From an optimization exercise on the open Yosys and OpenROAD flow, aimed at small area and a short achievable clock period; shortcuts taken in it are not production practice. Function was checked by simulation only, so behaviour that the tests miss may differ from the original. Power and IR drop assume default switching activity.

==> flow/design.v (excerpt) <==
module alu(
		input  FPUCLK,
		input  [31:0] A, B,
		input  [2:0]  CTRL,
		output [31:0] OUT
	);
	wire        v_in = (CTRL[2:1] == 2'b00);
	wire [31:0] ca = {A[30:0], 1'b0}, cb = {B[30:0], 1'b0};
	wire [31:0] cg0 = ca & ~cb, cl0 = ~ca & cb;
	wire [15:0] cg1, cl1;
	wire [7:0]  cg2, cl2;
	wire [3:0]  cg3, cl3;
	wire [1:0]  cg4, cl4;
	genvar ci;
	generate
		for (ci = 0; ci < 16; ci = ci + 1) begin : c1
			assign cg1[ci] = cg0[2*ci+1] | (~cl0[2*ci+1] & cg0[2*ci]);
			assign cl1[ci] = cl0[2*ci+1] | (~cg0[2*ci+1] & cl0[2*ci]);
		end
		for (ci = 0; ci < 8; ci = ci + 1) begin : c2
			assign cg2[ci] = cg1[2*ci+1] | (~cl1[2*ci+1] & cg1[2*ci]);
			assign cl2[ci] = cl1[2*ci+1] | (~cg1[2*ci+1] & cl1[2*ci]);
		end
		for (ci = 0; ci < 4; ci = ci + 1) begin : c3
			assign cg3[ci] = cg2[2*ci+1] | (~cl2[2*ci+1] & cg2[2*ci]);
			assign cl3[ci] = cl2[2*ci+1] | (~cg2[2*ci+1] & cl2[2*ci]);
		end
		for (ci = 0; ci < 2; ci = ci + 1) begin : c4
			assign cg4[ci] = cg3[2*ci+1] | (~cl3[2*ci+1] & cg3[2*ci]);
			assign cl4[ci] = cl3[2*ci+1] | (~cg3[2*ci+1] & cl3[2*ci]);
		end
	endgenerate
	wire        agb  = ~(cl4[1] | (~cg4[1] & cl4[0]));	 
	wire        ageb = ~cl3[3];					 
	wire [7:0]  dab  = A[30:23] - B[30:23];
	wire [7:0]  dba  = B[30:23] - A[30:23];
	wire [7:0]  d    = ageb ? dab : dba;
	wire [4:0]  d5   = (d[7:5] != 3'b000) ? 5'd31 : d[4:0];
  ...
export LEC_CHECK = 0
export ABC_AREA = 1
export ABC_CLOCK_PERIOD_IN_PS = 1600
export CAP_MARGIN = 20
export CORE_MARGIN = 2
export CORE_UTILIZATION = 40
export SETUP_SLACK_MARGIN = 3.1
export SLEW_MARGIN = 20
create_clock -name core_clock -period 5.5 [get_ports {FPUCLK}]
standard.sh (not shown) runs the stock make flow with config.mk's settings and CLKGATE_MAP_FILE= SYNTH_SCRIPT=/design/flow/synth_recipe.tcl, a recipe that flattens the netlist after the stock synthesis.
==> flow/flow/run.sh <==
#!/bin/bash
set -euo pipefail
bash standard.sh \
  "BUFFER_PORTS_ARGS=-buffer_cell sky130_fd_sc_hd__buf_1" \
  finish > make_finish.log 2>&1
Change:
==> flow/flow/run.sh (replaced) <==
#!/bin/bash
set -euo pipefail
bash standard.sh \
  "BUFFER_PORTS_ARGS=-buffer_cell sky130_fd_sc_hd__buf_2" \
  finish > make_finish.log 2>&1
ABC_CLOCK_PERIOD_IN_PS = default   (was 1600)
SETUP_SLACK_MARGIN = 3.3   (was 3.1)
Result:
- worst setup slack degrades by 0.0069 ns
- synthesized area does not change
- via count came out higher by about 0.7%
- wire length rises by about 0.5%
- clock-buffer cell count went up by 2
- global-route usage increases by 0.35 points
- cell count went up by 0.46%
- total power came out higher by 2.0%
- synthesized cell count is unchanged
- combinational power rises by about 3%
- utilization grows by 2.3 points
Change:
CORE_UTILIZATION = 50   (was 40)
SETUP_SLACK_MARGIN = 3.1   (was 3.3)
Result:
- worst setup slack stays flat
- register-to-register slack gets worse by 0.16 ns
- area after synthesis stays the same
- global-route usage rises by 5.4 points
- critical path depth is unchanged
- maximum frequency barely changes
- worst hold slack hardly moves
Change:
CORE_UTILIZATION = 40   (was 50)
SETUP_SLACK_MARGIN = 3.2   (was 3.1)
=>
- The new run completed without violations
- hold slack barely changes
- non-clock buffer count falls by 13
- critical path depth does not change
- routed wire length falls by 3.2%
- sequential power barely changes
- sequential share of layout area falls by 0.40 points
- global-route usage falls by 5.4 points
- die area rises by 24%
- flip-flop and latch count stays the same
- final cell count rises by 2.6%
- clock power hardly moves

========
== wip/zinc ==
alu, a different RTL version from the one above (not shown whole).
Size in the first run: roughly 1500 cells after synthesis, about 190 flip-flops, about 11000 um2 of cells after synthesis.
Settings: LEC_CHECK=0, ABC_AREA=1, CAP_MARGIN=20, CORE_MARGIN=2, CORE_UTILIZATION=40, SETUP_SLACK_MARGIN=3.0, SLEW_MARGIN=20; clock period 5.5 ns.
==> flow/flow/run.sh <==
#!/bin/bash
set -euo pipefail
bash standard.sh \
  "BUFFER_PORTS_ARGS=-buffer_cell sky130_fd_sc_hd__buf_2" \
  finish > make_finish.log 2>&1
For wip/willow, these inputs were changed with respect to wip/zinc:
==> flow/run.sh (new file) <==
#!/bin/bash
# synth_recipe.tcl (not shown) runs the flow's synth.tcl, then flattens the netlist and writes it again
# the make line also repeats each setting of config.mk as NAME=value (left out here)
make -C /OpenROAD-flow-scripts/flow DESIGN_CONFIG=/design/flow/config.mk WORK_HOME=/design/flow/orfs CLKGATE_MAP_FILE= SYNTH_SCRIPT=/design/flow/synth_recipe.tcl finish
removed: flow/flow/run.sh
removed: flow/standard.sh
[summary]
wip/zinc ended up with r2q[23]$_DFF_P_ as its critical path startpoint; wip/willow ended up with r2q[24]$_DFF_P_. Diff wip/zinc -> wip/willow | global-route usage | increase of 1.1 points. Comparing final worst-path cycle share for wip/zinc and wip/willow, the smaller number came from wip/zinc. [compare] base=wip/zinc new=wip/willow: final wirelength up 7.1%; footprint of the multi-input gates went up; part of the total power dissipated in combinational logic went up 2.1 points; overflow left after global routing has remained practically unchanged.
The following lists how wip/ember was set up differently from wip/willow:
- CORE_UTILIZATION: 40 -> 55
==> flow/flow/run.sh (new file) <==
#!/bin/bash
set -euo pipefail
bash standard.sh \
  "BUFFER_PORTS_ARGS=-buffer_cell sky130_fd_sc_hd__buf_2" \
  finish > make_finish.log 2>&1
==> flow/standard.sh (new file) <==
#!/bin/bash
# synth_recipe.tcl (not shown) runs the flow's synth.tcl, then flattens the netlist and writes it again
# the make line also repeats each setting of config.mk as NAME=value (left out here)
make -C /OpenROAD-flow-scripts/flow DESIGN_CONFIG=/design/flow/config.mk WORK_HOME=/design/flow/orfs CLKGATE_MAP_FILE= SYNTH_SCRIPT=/design/flow/synth_recipe.tcl "${@:-finish}"
removed: flow/run.sh
--- outcome ---
wip/ember: flow completed, timing, DRC and antenna clean. wip/ember ends up with a smallest setup slack after layout that is 0.0047 ns lower than in wip/willow. Looking at beginning of the critical path, the r2q[24]$_DFF_P_ result is from wip/willow; the r2q[16]$_DFF_P_ one comes from wip/ember. Summary of wip/ember over wip/willow: layout-stage area growth over the synthesis result now sits lower, first-iteration detailed-routing DRC count now sits lower, portion of the clock cycle consumed by the worst path in the final layout now sits at about the same level.
The inputs of wip/garnet differ from those of wip/ember as listed below.
- a change of CORE_UTILIZATION from 55 to 40
- an added CTS_BUF_LIST of sky130_fd_sc_hd__clkbuf_8
==> notes.md <==
wip/garnet | status: complete | timing, DRC, antenna: pass. wip/garnet vs. wip/ember: clock transition at the register clock pins on the worst setup and hold paths after CTS climbed 0.03 ns; sum of internal, switching and leakage power fell by about 8%; wire length of the first global-routing pass moved down. [compare] base=wip/ember new=wip/garnet: number of endpoints with negative hold slack in the final report held; share of layout cells above drive strength 1 decreased by 2.3 points relative to the old numbers; detailed-route wire length per cell -about 8%. [compare] base=wip/ember new=wip/garnet: routed wire length decreased 5.3%; width of the chip grew by 17%; minimum period implied by the final worst setup slack picked up an extra 0.050 ns.

port drivers added, routing unchanged:
The results above use ideal ports. As a check the final layouts listed here were re-extracted and re-timed, cells and wires unchanged. Step 1: set_driving_cell puts a clkbuf_16 on FPUCLK and a buf_2 on each other input, an assumption about the parent block. Step 2, shift: input delay + t, output delay - t, t = (earliest + latest rising clock arrival at the registers) / 2. This alone moves slack from input paths to output paths. Three values: no drivers, after step 1, after step 2; two values: the first two.
run | t, ns | slack for setup (ns) | pins driven straight from the clock port
the first run of note 1 | 0.482 | 3.174 / 3.126 / 2.718 | 1
the second run of note 1 | 0.483 | 3.167 / 3.116 / 2.798 | 1
the third run of note 1 | 0.487 | 3.165 / 3.116 / 2.743 | 1
the fourth run of note 1 | 0.471 | 3.171 / 3.125 / 2.819 | 1
wip/zinc | 0.481 | 2.943 / 2.943 / 2.589 | 1
wip/willow | 0.487 | 2.921 / 2.921 / 2.517 | 1
wip/ember | 0.477 | 2.917 / 2.917 / 2.552 | 1
wip/garnet | 0.514 | 2.866 / 2.866 / 2.569 | 1
After both steps setup and hold are still met in every run listed. For the first run of note 1, which loses most, drivers alone change the setup slack by -0.048 ns; drivers and shift together by -0.456 ns.
